What follows belongs to an exercise in optimizing a design on an open flow for small area, a short achievable clock period and few clock cycles per item; a production flow would make more cautious choices.
No activity file was given, so power comes from the tool's default toggle rates.

== zinc ==
==> flow/design.v (excerpt) <==
module COMP_Control(
    input clock,
    input rst,
    input start_trigger,
    input reset_act,
    input reset_data,
    input signed [15:0] K0,
    input signed [15:0] K1,
    input signed [15:0] K2,
    input signed [17:0] setPoint,
    input signed [17:0] data,
    output reg busy,
    output wire signed [15:0] COMP_output
    );
    reg [18:0] e0, e1;
    reg [47:0] S, C;
    reg [15:0] Kr;
    reg sB, sC;    
    wire load = start_trigger & ~busy & ~reset_act & ~rst;
    wire clr_all = rst | (reset_act & reset_data);
    wire [18:0] diff = {setPoint[17], setPoint} - {data[17], data};
    wire go = start_trigger & ~reset_act;
    wire [15:0] Km;
    KMUX umA (.busy(busy), .go(go), .kr(Kr), .k2(K2), .y(Km));
    wire [15:0] KmB;    
    KMUX umB (.busy(busy), .go(go), .kr(Kr), .k2(K2), .y(KmB));
    wire d0_one = e1[0] ^ 1'b0;
    wire d0_two = (e1[1] & ~e1[0] & ~1'b0) | (~e1[1] & e1[0] & 1'b0);
    wire d0_neg = (e1[1] & ~(e1[0] & 1'b0)) ^ sB;
    wire d0_pp0 = ((d0_one & Km[0])) ^ d0_neg;
    wire d0_pp1 = ((d0_one & Km[1]) | (d0_two & Km[0])) ^ d0_neg;
    wire d0_pp2 = ((d0_one & Km[2]) | (d0_two & Km[1])) ^ d0_neg;
    wire d0_pp3 = ((d0_one & Km[3]) | (d0_two & Km[2])) ^ d0_neg;
    wire d0_pp4 = ((d0_one & Km[4]) | (d0_two & Km[3])) ^ d0_neg;
    wire d0_pp5 = ((d0_one & Km[5]) | (d0_two & Km[4])) ^ d0_neg;
    wire d0_pp6 = ((d0_one & Km[6]) | (d0_two & Km[5])) ^ d0_neg;
    wire d0_pp7 = ((d0_one & Km[7]) | (d0_two & Km[6])) ^ d0_neg;
    wire d0_pp8 = ((d0_one & Km[8]) | (d0_two & Km[7])) ^ d0_neg;
    wire d0_pp9 = ((d0_one & Km[9]) | (d0_two & Km[8])) ^ d0_neg;
    wire d0_pp10 = ((d0_one & Km[10]) | (d0_two & Km[9])) ^ d0_neg;
    wire d0_pp11 = ((d0_one & Km[11]) | (d0_two & Km[10])) ^ d0_neg;
    wire d0_pp12 = ((d0_one & Km[12]) | (d0_two & Km[11])) ^ d0_neg;
    wire d0_pp13 = ((d0_one & Km[13]) | (d0_two & Km[12])) ^ d0_neg;
    wire d0_pp14 = ((d0_one & Km[14]) | (d0_two & Km[13])) ^ d0_neg;
    wire d0_pp15 = ((d0_one & Km[15]) | (d0_two & Km[14])) ^ d0_neg;
    wire d0_pp16 = ((d0_two & Km[15])) ^ d0_neg;
    wire d1_one = e1[2] ^ e1[1];
    wire d1_two = (e1[3] & ~e1[2] & ~e1[1]) | (~e1[3] & e1[2] & e1[1]);
    wire d1_neg = (e1[3] & ~(e1[2] & e1[1])) ^ sB;
    wire d1_pp0 = ((d1_one & Km[0])) ^ d1_neg;
    wire d1_pp1 = ((d1_one & Km[1]) | (d1_two & Km[0])) ^ d1_neg;
  ...
Size: ~1700 cells after synthesis, ~150 flip-flops, ~110 I/O pins, roughly 16000 um^2 of cells after synthesis.
clock: 12.0 ns
lec_check: 0
cap_margin: 20
core_margin: 2
core_utilization: 40
cts_buf_list: sky130_fd_sc_hd__clkbuf_8
slew_margin: 20
synth_hierarchical: 1
synth_minimum_keep_size: 0
standard.sh (not shown) runs the stock make flow with config.mk's settings and CLKGATE_MAP_FILE= SYNTH_SCRIPT=/design/flow/synth_recipe.tcl, a recipe that flattens the netlist after the stock synthesis.
==> flow/flow/run.sh <==
#!/bin/bash
# The standard layout (standard.sh: the standard flow's synthesis, floorplan, placement,
# CTS, routing) at the design's clock period and constraints, with two
# changes to how hard the resizer works:
#  - repair_timing aims for a setup slack of SETUP_MARGIN ns instead of 0,
#    so the critical paths get sized and buffered although the 12 ns clock
#    would already be met;
#  - the port buffers are buf_2 cells rather than the resizer's pick.
set -euo pipefail
cd "$(dirname "$0")/.."
SETUP_MARGIN=$(cat flow/setup_margin.txt)
bash standard.sh "SETUP_SLACK_MARGIN=$SETUP_MARGIN" \
  "BUFFER_PORTS_ARGS=-buffer_cell sky130_fd_sc_hd__buf_2" finish > standard_make.log 2>&1
==> flow/flow/setup_margin.txt <==
6.0
> inputs changed (zinc -> maple)
diff --git a/flow/design.v b/flow/design.v
--- a/flow/design.v
+++ b/flow/design.v
@@ -10,29 +10,29 @@
     input signed [17:0] setPoint,
     input signed [17:0] data,
     output reg busy,
     output wire signed [15:0] COMP_output
     );
     reg [18:0] e0, e1;
     reg [47:0] S, C;
     reg [15:0] Kr;
     reg sB, sC;    
     wire load = start_trigger & ~busy & ~reset_act & ~rst;
     wire clr_all = rst | (reset_act & reset_data);
     wire [18:0] diff = {setPoint[17], setPoint} - {data[17], data};
-    wire go = start_trigger & ~reset_act;
     wire [15:0] Km;
-    KMUX umA (.busy(busy), .go(go), .kr(Kr), .k2(K2), .y(Km));
+    KMUX umA (.busy(busy), .kr(Kr), .k2(K2), .y(Km));
+    wire acc_en = load | busy;
     wire [15:0] KmB;    
-    KMUX umB (.busy(busy), .go(go), .kr(Kr), .k2(K2), .y(KmB));
+    KMUX umB (.busy(busy), .kr(Kr), .k2(K2), .y(KmB));
     wire d0_one = e1[0] ^ 1'b0;
     wire d0_two = (e1[1] & ~e1[0] & ~1'b0) | (~e1[1] & e1[0] & 1'b0);
     wire d0_neg = (e1[1] & ~(e1[0] & 1'b0)) ^ sB;
     wire d0_pp0 = ((d0_one & Km[0])) ^ d0_neg;
     wire d0_pp1 = ((d0_one & Km[1]) | (d0_two & Km[0])) ^ d0_neg;
     wire d0_pp2 = ((d0_one & Km[2]) | (d0_two & Km[1])) ^ d0_neg;
     wire d0_pp3 = ((d0_one & Km[3]) | (d0_two & Km[2])) ^ d0_neg;
     wire d0_pp4 = ((d0_one & Km[4]) | (d0_two & Km[3])) ^ d0_neg;
     wire d0_pp5 = ((d0_one & Km[5]) | (d0_two & Km[4])) ^ d0_neg;
     wire d0_pp6 = ((d0_one & Km[6]) | (d0_two & Km[5])) ^ d0_neg;
     wire d0_pp7 = ((d0_one & Km[7]) | (d0_two & Km[6])) ^ d0_neg;
     wire d0_pp8 = ((d0_one & Km[8]) | (d0_two & Km[7])) ^ d0_neg;
@@ -1034,26 +1034,28 @@
             sC <= 1'b0;
         end else begin
             busy <= load | sB;
             sB <= load;
             sC <= sB;
         end
         if (clr_all) begin
             S <= 48'd0;
             C <= 48'd0;
             e0 <= 19'd0;
             e1 <= 19'd0;
         end else begin
-            S <= S_n;
-            C <= C_n;
+            if (acc_en) begin
+                S <= S_n;
+                C <= C_n;
+            end
             if (reset_act) begin
                 e0 <= 19'd0;
             end else if (load) begin
                 e0 <= diff;
                 e1 <= e0;
             end else if (busy) begin
                 e0 <= e1;
                 e1 <= e0;
             end
         end
     end
 endmodule
@@ -1062,26 +1064,26 @@
     assign co = (a & b) | (a & c) | (b & c);
 endmodule
 module FAX(input a, input b, input c, output s, output co);
     XOR3 ux (.a(a), .b(b), .c(c), .y(s));
     MAJ3 um (.a(a), .b(b), .c(c), .y(co));
 endmodule
 module XOR3(input a, input b, input c, output y);
     assign y = a ^ b ^ c;
 endmodule
 module MAJ3(input a, input b, input c, output y);
     assign y = (a & b) | (a & c) | (b & c);
 endmodule
-module KMUX(input busy, input go, input [15:0] kr, input [15:0] k2, output [15:0] y);
-    assign y = busy ? kr : (k2 & {16{go}});
+module KMUX(input busy, input [15:0] kr, input [15:0] k2, output [15:0] y);
+    assign y = busy ? kr : k2;
 endmodule
 module AOI21(input a, input b, input c, output y);    
     assign y = ~(a | (b & c));
 endmodule
 module OAI21(input a, input b, input c, output y);    
     assign y = ~(a & (b | c));
 endmodule
 module NAND2(input a, input b, output y);
     assign y = ~(a & b);
 endmodule
 module NOR2(input a, input b, output y);
     assign y = ~(a | b);
==> comparison <==
- On critical path depth: maple sits below zinc.
- maple against zinc: inverter count of the layout excluding clock inverters fell by 3; post-synthesis register bit count stayed essentially flat; final routed DRC violation total stayed essentially flat; share of total power in the clock network rose by 3.4 points.
- Compared with zinc, maple ends up with a larger final cell area.
- On XOR/XNOR share of the synthesized area, the higher figure sits with zinc, not maple.
- Between zinc and maple, the difference in area taken by flip-flops and latches is negligible.
Function was not checked in any run of this note: the RTL went through the layout flow alone.

## re-timing with driven ports
Ports are ideal in the flow. The routed layouts listed here were re-timed in OpenROAD.
Step 1 sets driving cells, clkbuf_16 on the clock port and buf_2 on the other inputs (assumed; they add their load-dependent delay and slew).
Step 2 adds t to the input delays and takes it off the output delays; t is the mean of the earliest and latest rising clock arrival at the registers after step 1. Input paths then give back, and output paths get back, about the clock's delay inside the block.
a / b / c = no drivers / after step 1 / after step 2; a / b = the first two.
run | shift t [ns] | slack for setup (ns) | worst setup path at the end | worst register clock-pin slew, ns
zinc | 0.556 | 6.154 / 6.165 / 5.609 | input to register | 0.10 / 0.10
maple | 0.546 | 6.445 / 6.445 / 6.031 | input to register | 0.11 / 0.11
After both steps every run listed still meets setup and hold. For zinc, which loses most, drivers alone change the setup slack by +0.011 ns; drivers and shift together by -0.545 ns.
